Context: an optimization exercise on an open-source flow, tuned for small area, a short achievable clock period and few clock cycles. The choices shown serve that exercise and are no tape-out recipe. Where RTL was checked, it was by simulation tests only, not by an equivalence proof against the original. Power and IR drop assume default switching activity.

==> flow/design.v <==
module poly2mono #(
  parameter MAX_VOICE = 16
)(
  input  logic       clk,
  input  logic       reset_n,
  output logic       ready,
  input  logic       valid_in,
  input  logic       note_on_in,
  input  logic [6:0] note_num_in,
  input  logic [6:0] velocity_in,
  output logic       note_on_out,
  output logic [6:0] note_num_out,
  output logic [6:0] velocity_out
);
  localparam N = 16;
  logic       p_on, p_off;
  logic [6:0] p_note, p_vel;
  logic [6:0] e_note [0:N-1];
  logic [6:0] e_vel  [0:N-1];
  logic [4:0] cnt;
  logic [N-1:0] m;
  logic hit_r;
  logic c_0, c_1, c_2, c_15, c_16;
  assign ready = 1'b1;
  logic [N-1:0] valid, pre, dn, ld, hold_n, hold_v;
  logic hit, full, push, rm;
  logic [6:0] nx_note [0:N-1];
  logic [6:0] nx_vel  [0:N-1];
  logic [4:0] cnt_nx;
  always_comb begin
    for (int i = 0; i < N; i++) begin
      valid[i] = cnt > i;
    end
    pre[0] = m[0];
    for (int i = 1; i < N; i++)
      pre[i] = pre[i-1] | m[i];
  end
  assign hit  = hit_r;
  assign full = c_16;
  assign push = p_on & ~hit & ~full;
  assign rm   = p_off & hit;
  always_comb begin
    for (int i = 0; i < N; i++) begin
      dn[i]     = (i < N-1) & p_off & pre[i];
      ld[i]     = p_on & m[i];
      hold_n[i] = ~push & ~dn[i];
      hold_v[i] = ~push & ~dn[i] & ~ld[i];
    end
    nx_note[0] = ({7{push}} & p_note) | ({7{dn[0]}} & e_note[1]) | ({7{hold_n[0]}} & e_note[0]);
    nx_vel[0]  = ({7{push | ld[0]}} & p_vel) | ({7{dn[0]}} & e_vel[1]) | ({7{hold_v[0]}} & e_vel[0]);
    for (int i = 1; i < N-1; i++) begin
      nx_note[i] = ({7{push}} & e_note[i-1]) | ({7{dn[i]}} & e_note[i+1]) | ({7{hold_n[i]}} & e_note[i]);
      nx_vel[i]  = ({7{push}} & e_vel[i-1]) | ({7{dn[i]}} & e_vel[i+1]) | ({7{ld[i]}} & p_vel)
                 | ({7{hold_v[i]}} & e_vel[i]);
    end
    nx_note[N-1] = ({7{push}} & e_note[N-2]) | ({7{hold_n[N-1]}} & e_note[N-1]);
    nx_vel[N-1]  = ({7{push}} & e_vel[N-2]) | ({7{ld[N-1]}} & p_vel) | ({7{hold_v[N-1]}} & e_vel[N-1]);
  end
  always_ff @(posedge clk) begin
    for (int i = 0; i < N; i++) begin
      e_note[i] <= nx_note[i];
      e_vel[i]  <= nx_vel[i];
    end
  end
  assign cnt_nx = push ? cnt + 5'd1 : rm ? cnt - 5'd1 : cnt;
  always_ff @(posedge clk) begin
    if (~reset_n) begin
      cnt  <= 5'd0;
      c_0  <= 1'b1;
      c_1  <= 1'b0;
      c_2  <= 1'b0;
      c_15 <= 1'b0;
      c_16 <= 1'b0;
    end else begin
      cnt  <= cnt_nx;
      c_0  <= cnt_nx == 5'd0;
      c_1  <= cnt_nx == 5'd1;
      c_2  <= cnt_nx == 5'd2;
      c_15 <= cnt_nx == 5'd15;
      c_16 <= cnt_nx == 5'd16;
    end
  end
  logic in_is_on, in_on, in_off;
  assign in_is_on = note_on_in & (|velocity_in);
  assign in_on    = reset_n & valid_in & in_is_on;
  assign in_off   = reset_n & valid_in & ~in_is_on;
  always_ff @(posedge clk) begin
    p_on   <= in_on;
    p_off  <= in_off;
    p_note <= note_num_in;
    p_vel  <= velocity_in;
  end
  logic [N:0] v;    
  logic [N-1:0] m_nx;
  logic top_hit, one_nx;
  always_comb begin
    v[0] = note_num_in == p_note;
    for (int j = 0; j < N; j++)
      v[j+1] = valid[j] & (note_num_in == e_note[j]);
    for (int i = 0; i < N; i++)
      m_nx[i] = push ? v[i] : (p_off & pre[i]) ? ((i < N-1) ? v[i+2] : 1'b0) : v[i+1];
  end
  assign top_hit = m_nx[0];
  logic hit_nx;
  assign hit_nx = ((|v[N:1]) & ~(rm & v[0])) | (push & v[0]);
  always_ff @(posedge clk) begin
    m     <= m_nx;
    hit_r <= hit_nx;
  end
  logic full_nx;
  assign one_nx  = push ? c_0 : rm ? c_2 : c_1;
  assign full_nx = push ? c_15 : ~rm & c_16;
  always_ff @(posedge clk) begin
    if (~reset_n) begin
      note_on_out  <= 1'b0;
      note_num_out <= 7'd0;
      velocity_out <= 7'd0;
    end else if (in_on) begin
      note_on_out <= 1'b1;
      if (~full_nx) begin
        note_num_out <= note_num_in;
        velocity_out <= velocity_in;
      end
    end else if (in_off & top_hit) begin
      note_on_out  <= ~one_nx;
      note_num_out <= one_nx ? nx_note[0] : nx_note[1];
      velocity_out <= one_nx ? nx_vel[0]  : nx_vel[1];
    end
  end
endmodule
==> flow/config.mk <==
export PLATFORM = sky130hd
export DESIGN_NAME = poly2mono
export DESIGN_NICKNAME = poly2mono
export VERILOG_FILES = /design/flow/design.v
export SDC_FILE = /design/flow/constraint.sdc
export NUM_CORES = 4
export LEC_CHECK = 0
export CAP_MARGIN = 20
export CORE_MARGIN = 2
export CORE_UTILIZATION = 60
export SETUP_SLACK_MARGIN = 3.8
export SLEW_MARGIN = 20
export TNS_END_PERCENT = 5
==> flow/constraint.sdc <==
create_clock -name core_clock -period 6.0 [get_ports {clk}]
set_input_delay 1.2000 -clock core_clock [delete_from_list [all_inputs] [get_ports {clk}]]
set_output_delay 1.2000 -clock core_clock [all_outputs]
set_load 0.01 [all_outputs]
run.sh (not shown) runs the stock make flow with config.mk's settings and CLKGATE_MAP_FILE= SYNTH_SCRIPT=/design/flow/synth_recipe.tcl, a recipe that flattens the netlist after the stock synthesis.
The starting point passed the timing, design-rule and antenna checks.
Testbench counts at the start, summed over its fixed seeds: cycles 24,000.
Then changed:
--- a/flow/design.v
+++ b/flow/design.v
@@ -17,12 +17,10 @@
   logic [6:0] p_note, p_vel;
   logic [6:0] e_note [0:N-1];
   logic [6:0] e_vel  [0:N-1];
   logic [4:0] cnt;
   logic [N-1:0] m;
-  logic hit_r;
-  logic c_0, c_1, c_2, c_15, c_16;
   assign ready = 1'b1;
   logic [N-1:0] valid, pre, dn, ld, hold_n, hold_v;
   logic hit, full, push, rm;
   logic [6:0] nx_note [0:N-1];
   logic [6:0] nx_vel  [0:N-1];
@@ -33,12 +31,12 @@
     end
     pre[0] = m[0];
     for (int i = 1; i < N; i++)
       pre[i] = pre[i-1] | m[i];
   end
-  assign hit  = hit_r;
-  assign full = c_16;
+  assign hit  = |m;
+  assign full = cnt[4];
   assign push = p_on & ~hit & ~full;
   assign rm   = p_off & hit;
   always_comb begin
     for (int i = 0; i < N; i++) begin
       dn[i]     = (i < N-1) & p_off & pre[i];
@@ -62,25 +60,14 @@
       e_vel[i]  <= nx_vel[i];
     end
   end
   assign cnt_nx = push ? cnt + 5'd1 : rm ? cnt - 5'd1 : cnt;
   always_ff @(posedge clk) begin
-    if (~reset_n) begin
-      cnt  <= 5'd0;
-      c_0  <= 1'b1;
-      c_1  <= 1'b0;
-      c_2  <= 1'b0;
-      c_15 <= 1'b0;
-      c_16 <= 1'b0;
-    end else begin
-      cnt  <= cnt_nx;
-      c_0  <= cnt_nx == 5'd0;
-      c_1  <= cnt_nx == 5'd1;
-      c_2  <= cnt_nx == 5'd2;
-      c_15 <= cnt_nx == 5'd15;
-      c_16 <= cnt_nx == 5'd16;
-    end
+    if (~reset_n)
+      cnt <= 5'd0;
+    else
+      cnt <= cnt_nx;
   end
   logic in_is_on, in_on, in_off;
   assign in_is_on = note_on_in & (|velocity_in);
   assign in_on    = reset_n & valid_in & in_is_on;
   assign in_off   = reset_n & valid_in & ~in_is_on;
@@ -99,27 +86,21 @@
       v[j+1] = valid[j] & (note_num_in == e_note[j]);
     for (int i = 0; i < N; i++)
       m_nx[i] = push ? v[i] : (p_off & pre[i]) ? ((i < N-1) ? v[i+2] : 1'b0) : v[i+1];
   end
   assign top_hit = m_nx[0];
-  logic hit_nx;
-  assign hit_nx = ((|v[N:1]) & ~(rm & v[0])) | (push & v[0]);
-  always_ff @(posedge clk) begin
-    m     <= m_nx;
-    hit_r <= hit_nx;
-  end
-  logic full_nx;
-  assign one_nx  = push ? c_0 : rm ? c_2 : c_1;
-  assign full_nx = push ? c_15 : ~rm & c_16;
+  always_ff @(posedge clk)
+    m <= m_nx;
+  assign one_nx = cnt_nx == 5'd1;
   always_ff @(posedge clk) begin
     if (~reset_n) begin
       note_on_out  <= 1'b0;
       note_num_out <= 7'd0;
       velocity_out <= 7'd0;
     end else if (in_on) begin
       note_on_out <= 1'b1;
-      if (~full_nx) begin
+      if (~cnt_nx[4]) begin
         note_num_out <= note_num_in;
         velocity_out <= velocity_in;
       end
     end else if (in_off & top_hit) begin
       note_on_out  <= ~one_nx;
After rerunning:
- The changed run completed with no timing, DRC or antenna violations
- non-clock buffer count goes up by 11
- die area came out lower by 5.0%
- combinational power increases by 6.9%
- cell count decreases by 5.0%
- synthesized cell count went down by 7.0%
- global-route usage climbs by 0.47 points
- final area goes down by 4.1%
- total power increases by 1.4%
- core utilization went up by 0.16 points
- setup slack loses 0.15 ns
For the second run of this note, only the layout was checked, not whether the RTL still works.

[re-timing with driven ports]
Ports are ideal in the flow. The routed layouts listed here were re-timed in OpenROAD.
Step 1 (the two cells are an assumption about what drives the block):
set clk [get_ports {clk}]
set_driving_cell -lib_cell sky130_fd_sc_hd__clkbuf_16 $clk
set_driving_cell -lib_cell sky130_fd_sc_hd__buf_2 [delete_from_list [all_inputs] $clk]
Step 2 times the ports against the registers' clock, not the clock port: input delays grow and output delays shrink by t, the midpoint of the rising clock arrivals with the driver on.
Slacks: ideal ports / drivers / drivers and shift; pairs: ideal ports / drivers.
run	shift t [ns]	slack for setup (ns)	hold slack, ns	clock arrival spread, ns	slew at the worst register clock pin (ns)
the first run	0.599	3.447 / 3.465 / 2.866	0.447 / 0.447 / 0.447	0.017 / 0.018	0.06 / 0.06
the second run	0.595	3.293 / 3.293 / 2.748	0.443 / 0.443 / 0.443	0.009 / 0.009	0.06 / 0.06
After both steps setup and hold are still met in every run listed. The setup slack of the first run, which loses most, moves by +0.018 ns with the drivers and by -0.581 ns with both steps.
